Source: an optimization exercise on an open RTL-to-GDS flow (aim: small area, a short achievable clock period and few clock cycles). Production flows keep margins and buffers that such runs may drop.
In this exercise RTL edits were held to simulation tests only and were not proved equivalent to the original.
Power is estimated from default activity; no workload was simulated.

==> inputs of build 82 <==
Design topmodule, start of the top module:
module topmodule (
    input clk,
    input en,reset,
    output [31:0] imem_addr,
    input  [31:0] imem_rdata,
    output [31:0] dmem_addr,
    output [31:0] dmem_wdata,
    output dmem_we,
    input  [31:0] dmem_rdata,
    output halted
);
    reg [31:0] pc;
    reg [31:0] sp;
    reg        halt_r;
    reg [31:0] regi [1:15];
    reg        v2;           
    reg [31:0] a2;           
    reg [31:0] b2;           
    reg        ac2, as2;     
    reg        cin2;         
    reg [3:0]  f2;           
    reg [4:0]  w2;           
    reg        wen2;         
    reg        ld2, st2, push2, pop2, call2, ret2;
    reg        br2;          
    reg        pred2;        
    reg [2:0]  c2;           
    reg        retd2;        
    wire [32:0] sum33 = {a2, 1'b1} + {b2, cin2};
    wire [31:0] sum = sum33[32:1];
    reg [31:0] res;
    always @(*) begin
        case (f2)
            4'd0, 4'd1, 4'd9, 4'd10: res = sum;
            4'd2: res = a2 & b2;
            4'd3: res = a2 | b2;
            4'd4: res = a2 ^ b2;
            4'd5: res = ~a2;
            4'd6: res = b2[0] ? {a2[30:0], 1'b0} : a2;
            4'd7: res = b2[0] ? {a2[31], a2[31:1]} : a2;
            4'd8: res = b2[0] ? {1'b0, a2[31:1]} : a2;
            4'd11: res = a2;
            default: res = 32'd0;
        endcase
    end
    function [29:0] inc30(input [29:0] x);
  ...
==> flow/config.mk <==
export PLATFORM = sky130hd
export DESIGN_NAME = topmodule
export DESIGN_NICKNAME = topmodule
export VERILOG_FILES = /design/flow/design.v
export SDC_FILE = /design/flow/constraint.sdc
export NUM_CORES = 4
export LEC_CHECK = 0
export CAP_MARGIN = 20
export CORE_MARGIN = 2
export CORE_UTILIZATION = 40
export PLACE_DENSITY = 0.6
export SETUP_SLACK_MARGIN = 0.15
export SLEW_MARGIN = 20
export BUFFER_PORTS_ARGS = -buffer_cell sky130_fd_sc_hd__buf_2
==> flow/constraint.sdc <==
create_clock -name core_clock -period 5.5 [get_ports {clk}]
set_input_delay 1.1000 -clock core_clock [delete_from_list [all_inputs] [get_ports {clk}]]
set_output_delay 1.1000 -clock core_clock [all_outputs]
set_load 0.01 [all_outputs]
standard.sh (not shown) runs the stock make flow with config.mk's settings and CLKGATE_MAP_FILE= SYNTH_SCRIPT=/design/flow/synth_recipe.tcl, a recipe that flattens the netlist after the stock synthesis.
==> flow/flow/run.sh <==
#!/bin/bash
# Standard layout (the standard.sh, unchanged synthesis) with extra ORFS
# settings from flow/extra.mk appended to the config: the port buffers are
# plain buffers instead of the default delay-cell buffers.
set -euo pipefail
cat flow/extra.mk >> config.mk
bash standard.sh > standard.log 2>&1
==> flow/flow/extra.mk <==
export BUFFER_PORTS_ARGS = -buffer_cell sky130_fd_sc_hd__buf_2
==> inputs of trial 92, as changes to build 82 <==
--- a/flow/design.v
+++ b/flow/design.v
@@ -66,25 +66,25 @@
             3'd1: taken2 = ~a2[31];
             default: taken2 = (a2 == 32'd0);
         endcase
     end
     wire        redirect = v2 & ((ret2 & ~retd2) | (br2 & (taken2 ^ pred2)));
     wire [31:0] sp_s = ~v2 ? sp : (push2 | call2) ? spm4 : (pop2 | ret2) ? spp4 : sp;
     wire [31:0] sp_d = (wr2 && w2 == 5'd16) ? wd2 : sp_s;
-    wire [17:0] bhi   = b2[31:14];
+    wire [7:0]  bhi   = b2[31:24];
     wire        ainc  = ac2 & ~as2;
     wire        adec  = ~ac2 & as2;
-    reg  [17:0] aflip;
+    reg  [7:0]  aflip;
     integer k;
     always @(*) begin
-        for (k = 0; k < 18; k = k + 1)
-            aflip[k] = (ainc & (&(bhi | ~({18{1'b1}} >> (18 - k))))) |
-                       (adec & ~(|(bhi & ({18{1'b1}} >> (18 - k)))));
+        for (k = 0; k < 8; k = k + 1)
+            aflip[k] = (ainc & (&(bhi | ~({8{1'b1}} >> (8 - k))))) |
+                       (adec & ~(|(bhi & ({8{1'b1}} >> (8 - k)))));
     end
-    wire [31:0] maddr = {bhi ^ aflip, b2[13:0]};
+    wire [31:0] maddr = {bhi ^ aflip, b2[23:0]};
     assign dmem_addr  = (ld2 | st2) ? maddr : (push2 | call2) ? sp : spp4;
     assign dmem_wdata = call2 ? b2 : a2;
     assign dmem_we    = en & v2 & (st2 | push2 | call2);
     assign imem_addr  = pc;
     assign halted     = halt_r;
     wire [31:0] ir = imem_rdata;
     wire [3:0]  op = ir[31:28];
@@ -115,16 +115,16 @@
     wire [31:0] ra = rdreg(ir[27:23], ra_raw);
     wire [31:0] rb = rdreg(ir[22:18], rb_raw);
     wire [4:0]  rbase = ir[27:23];
     wire [31:0] base  = rbase[4] ? sp : ra_raw;
     wire        fwd_a = (wr2 & (w2 == rbase)) | (rbase[4] & v2 & (push2 | pop2 | call2 | ret2));
     wire        hazard = is_mem & fwd_a;
     wire [31:0] imm   = {{18{ir[17]}}, ir[17:4]};
-    wire [14:0] alo   = {1'b0, base[13:0]} + {1'b0, ir[17:4]};
-    wire [31:0] addr1 = {base[31:14], alo[13:0]};
+    wire [24:0] alo   = {1'b0, base[23:0]} + {1'b0, imm[23:0]};
+    wire [31:0] addr1 = {base[31:24], alo[23:0]};
     wire [3:0]  f1    = (is_alur | is_alui) ? ir[3:0] : 4'd0;
     wire        use4  = (f1 == 4'd9) | (f1 == 4'd10);
     wire        sub1  = (f1 == 4'd1) | (f1 == 4'd10);
     wire [31:0] bsel  = use4 ? 32'd4 : is_alur ? rb : imm;
     wire [31:0] npc    = {inc30(pc[31:2]), pc[1:0]};
     wire [30:0] tj31   = {pc[31:2], 1'b1} + {{2{ir[27]}}, ir[27:0], 1'b1};
     wire [30:0] tb31   = {pc[31:2], 1'b1} + {{11{ir[22]}}, ir[22:4], 1'b1};
@@ -163,15 +163,15 @@
         end
     end
     always @(posedge clk) begin
         if (en) begin
             a2    <= (is_mem & ir[0]) ? rb : ra;
             b2    <= is_mem ? addr1 : (is_call | (bpred & ir[22])) ? npc : bpred ? tgt_b :
                      sub1 ? ~bsel : bsel;
-            ac2   <= alo[14];
+            ac2   <= alo[24];
             as2   <= ir[17];
             br2   <= bpred;
             pred2 <= ir[22];
             c2    <= ir[2:0];
             cin2  <= sub1;
             f2    <= f1;
             w2    <= w1;
==> inputs of trial 2, as changes to build 82 <==
==> flow/design.v (replaced) <==
`timescale 1ns / 1ps
module topmodule (
    input clk,
    input en,reset,
    output [31:0] imem_addr,
    input  [31:0] imem_rdata,
    output [31:0] dmem_addr,
    output [31:0] dmem_wdata,
    output dmem_we,
    input  [31:0] dmem_rdata,
    output halted
);
    reg [31:0] pc;
    reg [31:0] sp;
    reg        halt_r;
    reg [31:0] regi [1:15];
    reg        v2;           
    reg [31:0] a2;           
    reg [31:0] b2;           
    reg        cin2;         
    reg [3:0]  f2;           
    reg [4:0]  w2;           
    reg        wen2;         
    reg        ld2, st2, push2, pop2, call2, ret2;
    reg        retd2;        
    wire [32:0] sum33 = {a2, 1'b1} + {b2, cin2};
    wire [31:0] sum = sum33[32:1];
    reg [31:0] res;
    always @(*) begin
        case (f2)
            4'd0, 4'd1, 4'd9, 4'd10: res = sum;
            4'd2: res = a2 & b2;
            4'd3: res = a2 | b2;
            4'd4: res = a2 ^ b2;
            4'd5: res = ~a2;
            4'd6: res = b2[0] ? {a2[30:0], 1'b0} : a2;
            4'd7: res = b2[0] ? {a2[31], a2[31:1]} : a2;
            4'd8: res = b2[0] ? {1'b0, a2[31:1]} : a2;
            4'd11: res = a2;
            default: res = 32'd0;
        endcase
    end
    wire [31:0] spp4 = {sp[31:2] + 30'd1, sp[1:0]};
    wire [31:0] spm4 = {sp[31:2] - 30'd1, sp[1:0]};
    wire        ldw   = ld2 | pop2;
    wire [31:0] wd2   = ldw ? dmem_rdata : res;
    wire        wr2   = v2 & wen2;
    wire        redirect = v2 & ret2 & ~retd2;
    wire [31:0] sp_s = ~v2 ? sp : (push2 | call2) ? spm4 : (pop2 | ret2) ? spp4 : sp;
    wire [31:0] sp_d = (wr2 && w2 == 5'd16) ? wd2 : sp_s;
    assign dmem_addr  = (ld2 | st2) ? b2 : (push2 | call2) ? sp : spp4;
    assign dmem_wdata = call2 ? b2 : a2;
    assign dmem_we    = en & v2 & (st2 | push2 | call2);
    assign imem_addr  = pc;
    assign halted     = halt_r;
    wire [31:0] ir = imem_rdata;
    wire [3:0]  op = ir[31:28];
    wire is_alur = (op == 4'd0);
    wire is_alui = (op == 4'd1) || (op == 4'd8);
    wire is_mem  = (op == 4'd2);
    wire is_jmp  = (op == 4'd3);
    wire is_br   = (op == 4'd4);
    wire is_stk  = (op == 4'd5);
    wire is_call = (op == 4'd6);
    wire is_ret  = (op == 4'd7);
    wire is_halt = (op == 4'd9);
    function [31:0] rdreg(input [4:0] r);
        if (r[4]) rdreg = sp_d;
        else if (r[3:0] == 4'd0) rdreg = 32'd0;
        else if (wr2 && w2 == r) rdreg = wd2;
        else rdreg = regi[r[3:0]];
    endfunction
    wire [31:0] ra = rdreg(ir[27:23]);
    wire [31:0] rb = rdreg(ir[22:18]);
    wire [4:0]  rbase = ir[27:23];
    wire [31:0] base  = rbase[4] ? sp_s : (rbase[3:0] == 4'd0) ? 32'd0 : regi[rbase[3:0]];
    wire        hazard = is_mem & wr2 & (w2 == rbase);
    wire [31:0] imm   = {{18{ir[17]}}, ir[17:4]};
    wire [31:0] addr1 = base + imm;
    wire [3:0]  f1    = (is_alur | is_alui) ? ir[3:0] : 4'd0;
    wire        use4  = (f1 == 4'd9) | (f1 == 4'd10);
    wire        sub1  = (f1 == 4'd1) | (f1 == 4'd10);
    wire [31:0] bsel  = use4 ? 32'd4 : is_alur ? rb : imm;
    wire [31:0] npc    = {pc[31:2] + 30'd1, pc[1:0]};
    wire [30:0] tj31   = {pc[31:2], 1'b1} + {{2{ir[27]}}, ir[27:0], 1'b1};
    wire [30:0] tb31   = {pc[31:2], 1'b1} + {{11{ir[22]}}, ir[22:4], 1'b1};
    wire [31:0] tgt_j  = {tj31[30:1], pc[1:0]};
    wire [31:0] tgt_b  = {tb31[30:1], pc[1:0]};
    wire [4:0]  w1   = is_alur ? ir[17:13] : is_stk ? ir[27:23] : ir[22:18];
    wire        wen1 = is_alur | is_alui | (is_mem & ~ir[0]) | (is_stk & ir[0]);
    reg taken1;
    always @(*) begin
        case (ir[2:0])
            3'd7: taken1 = 1'b0;
            3'd0: taken1 = ra[31];
            3'd1: taken1 = ~ra[31];
            3'd2: taken1 = (ra == 32'd0);
            default: taken1 = 1'b1;
        endcase
    end
    wire        pt1  = is_br & taken1;
    wire        rfast = is_ret & ~(ld2 | st2 | push2 | pop2 | call2 | ret2) & ~(wr2 & w2 == 5'd16);
    always @(posedge clk) begin
        if (reset) begin
            pc <= 32'd0;
            v2 <= 1'b0;
            halt_r <= 1'b0;
        end else if (en && !halt_r) begin
            if (redirect) pc <= dmem_rdata;
            else if (hazard | is_halt) pc <= pc;
            else if (rfast) pc <= dmem_rdata;
            else if (is_jmp | is_call) pc <= tgt_j;
            else if (pt1) pc <= tgt_b;
            else pc <= npc;
            v2 <= ~redirect & ~is_halt & ~hazard;
            if (is_halt & ~redirect) halt_r <= 1'b1;
        end
    end
    always @(posedge clk) begin
        if (en) begin
            a2    <= (is_mem & ir[0]) ? rb : ra;
            b2    <= is_mem ? addr1 : is_call ? npc : sub1 ? ~bsel : bsel;
            cin2  <= sub1;
            f2    <= f1;
            w2    <= w1;
            wen2  <= wen1;
            ld2   <= is_mem & ~ir[0];
            st2   <= is_mem & ir[0];
            push2 <= is_stk & ~ir[0];
            pop2  <= is_stk & ir[0];
            call2 <= is_call;
            ret2  <= is_ret;
            retd2 <= rfast;
        end
    end
    always @(posedge clk) begin
        if (en && wr2 && w2[4] == 1'b0 && w2[3:0] != 4'd0) regi[w2[3:0]] <= wd2;
    end
    always @(posedge clk) begin
        if (reset) sp <= 32'd900;
        else if (en) sp <= sp_d;
    end
endmodule
==> flow/run.sh (new file) <==
#!/bin/bash
# synth_recipe.tcl (not shown) runs the flow's synth.tcl, then flattens the netlist and writes it again
# the make line also repeats each setting of config.mk as NAME=value (left out here)
make -C /OpenROAD-flow-scripts/flow DESIGN_CONFIG=/design/flow/config.mk WORK_HOME=/design/flow/orfs CLKGATE_MAP_FILE= SYNTH_SCRIPT=/design/flow/synth_recipe.tcl finish
Settings changed: BUFFER_PORTS_ARGS -buffer_cell sky130_fd_sc_hd__buf_2 to default, SETUP_SLACK_MARGIN 0.15 to default.
removed: flow/flow/run.sh
removed: flow/flow/extra.mk
removed: flow/standard.sh
==> results.py <==
metrics = {
    "finish": {
        "syn_to_final_growth_pct": 17.7,
        "inv_count": 139,
    },
    "outcome": {
        "status": "no timing/DRC/antenna violations",
    },
    "yosys": {
        "synthSimpleGateAreaFrac_pct": 14.8,
        "synth_common_cells": "569 x edfxtp_1, 379 x nand2_1, 336 x nor2_1, 283 x a22oi_1, 275 x a21oi_1",
    },
    "cts": {
        "clock_latency_ns": 0.67,
        "cts.sinks": 635,
    },
    "power_and_ir_drop": {
        "pwr-share-seq_pct": 40.5,
        "power_clock_w": 0.00507,
    },
    "die": {
        "core_um2": 103000,
    },
    "timing": {
        "setup_ws_ns": 0.246,
        "fin_crit_ns": 5.25,
    },
}
The numbers above come from trial 92.

==> results.py <==
metrics = {
    "outcome": {
        "status": "no timing/DRC/antenna violations",
    },
    "yosys": {
        "synth_common_cells": "569 x edfxtp_1, 416 x nand2_1, 361 x a22oi_1, 348 x nor2_1, 251 x o21ai_0",
        "synthSimpleGateAreaFrac_pct": 15.6,
    },
    "cts": {
        "cts.sinks": 635,
        "clock_latency_ns": 0.68,
    },
    "die": {
        "core_um2": 105000,
    },
    "finish": {
        "syn_to_final_growth_pct": 15.8,
        "inv_count": 135,
    },
    "power_and_ir_drop": {
        "power_clock_w": 0.00506,
    },
    "timing": {
        "setup_ws_ns": 0.0925,
        "fin_crit_ns": 5.41,
    },
}
The numbers above come from build 82.

==> results.py <==
metrics = {
    "outcome": {
        "status": "finished with violations",
        "violations": "negative setup slack",
    },
    "timing": {
        "setup_ws_ns": -0.0414,
        "setup_viol": 3,
        "fin_crit_ns": 5.54,
    },
    "power_and_ir_drop": {
        "pwr-share-seq_pct": 38.8,
        "power_clock_w": 0.00465,
    },
    "die": {
        "core_um2": 111000,
    },
    "yosys": {
        "synth_common_cells": "562 x edfxtp_1, 390 x nand2_1, 382 x nor2_1, 305 x a21oi_1, 287 x o21ai_0",
    },
    "cts": {
        "clock_latency_ns": 0.67,
        "cts.sinks": 628,
    },
}
The numbers above come from trial 2.

Testbench counts of build 82, summed over its fixed seeds: cycles 73,073.
Testbench counts of trial 92, summed over its fixed seeds: cycles 73,073.
Testbench counts of trial 2, summed over its fixed seeds: cycles 72,631.

-- port drivers added, routing unchanged --
Ports are ideal in the flow. The routed layouts listed here were re-timed in OpenROAD. Step 1, drivers: a clkbuf_16 drives clk and a buf_2 each remaining input, both assumed. Step 2 times the ports against the registers' clock, not the clock port: input delays grow and output delays shrink by t, the midpoint of the rising clock arrivals with the driver on. a / b / c = ideal ports / drivers / drivers and shift; a / b = the first two.
run	t, ns	setup WS [ns]	worst register clock-pin slew, ns
build 82	0.725	0.093 / 0.020 / -0.200	0.07 / 0.07
trial 92	0.732	0.246 / 0.206 / -0.301	0.07 / 0.07
trial 2	0.722	-0.041 / -0.041 / -0.511	0.07 / 0.07
Met with ideal ports but missed after step 2: setup timing in build 82 and trial 92. For trial 92, which loses most, drivers alone change the setup slack by -0.040 ns; drivers and shift together by -0.547 ns.
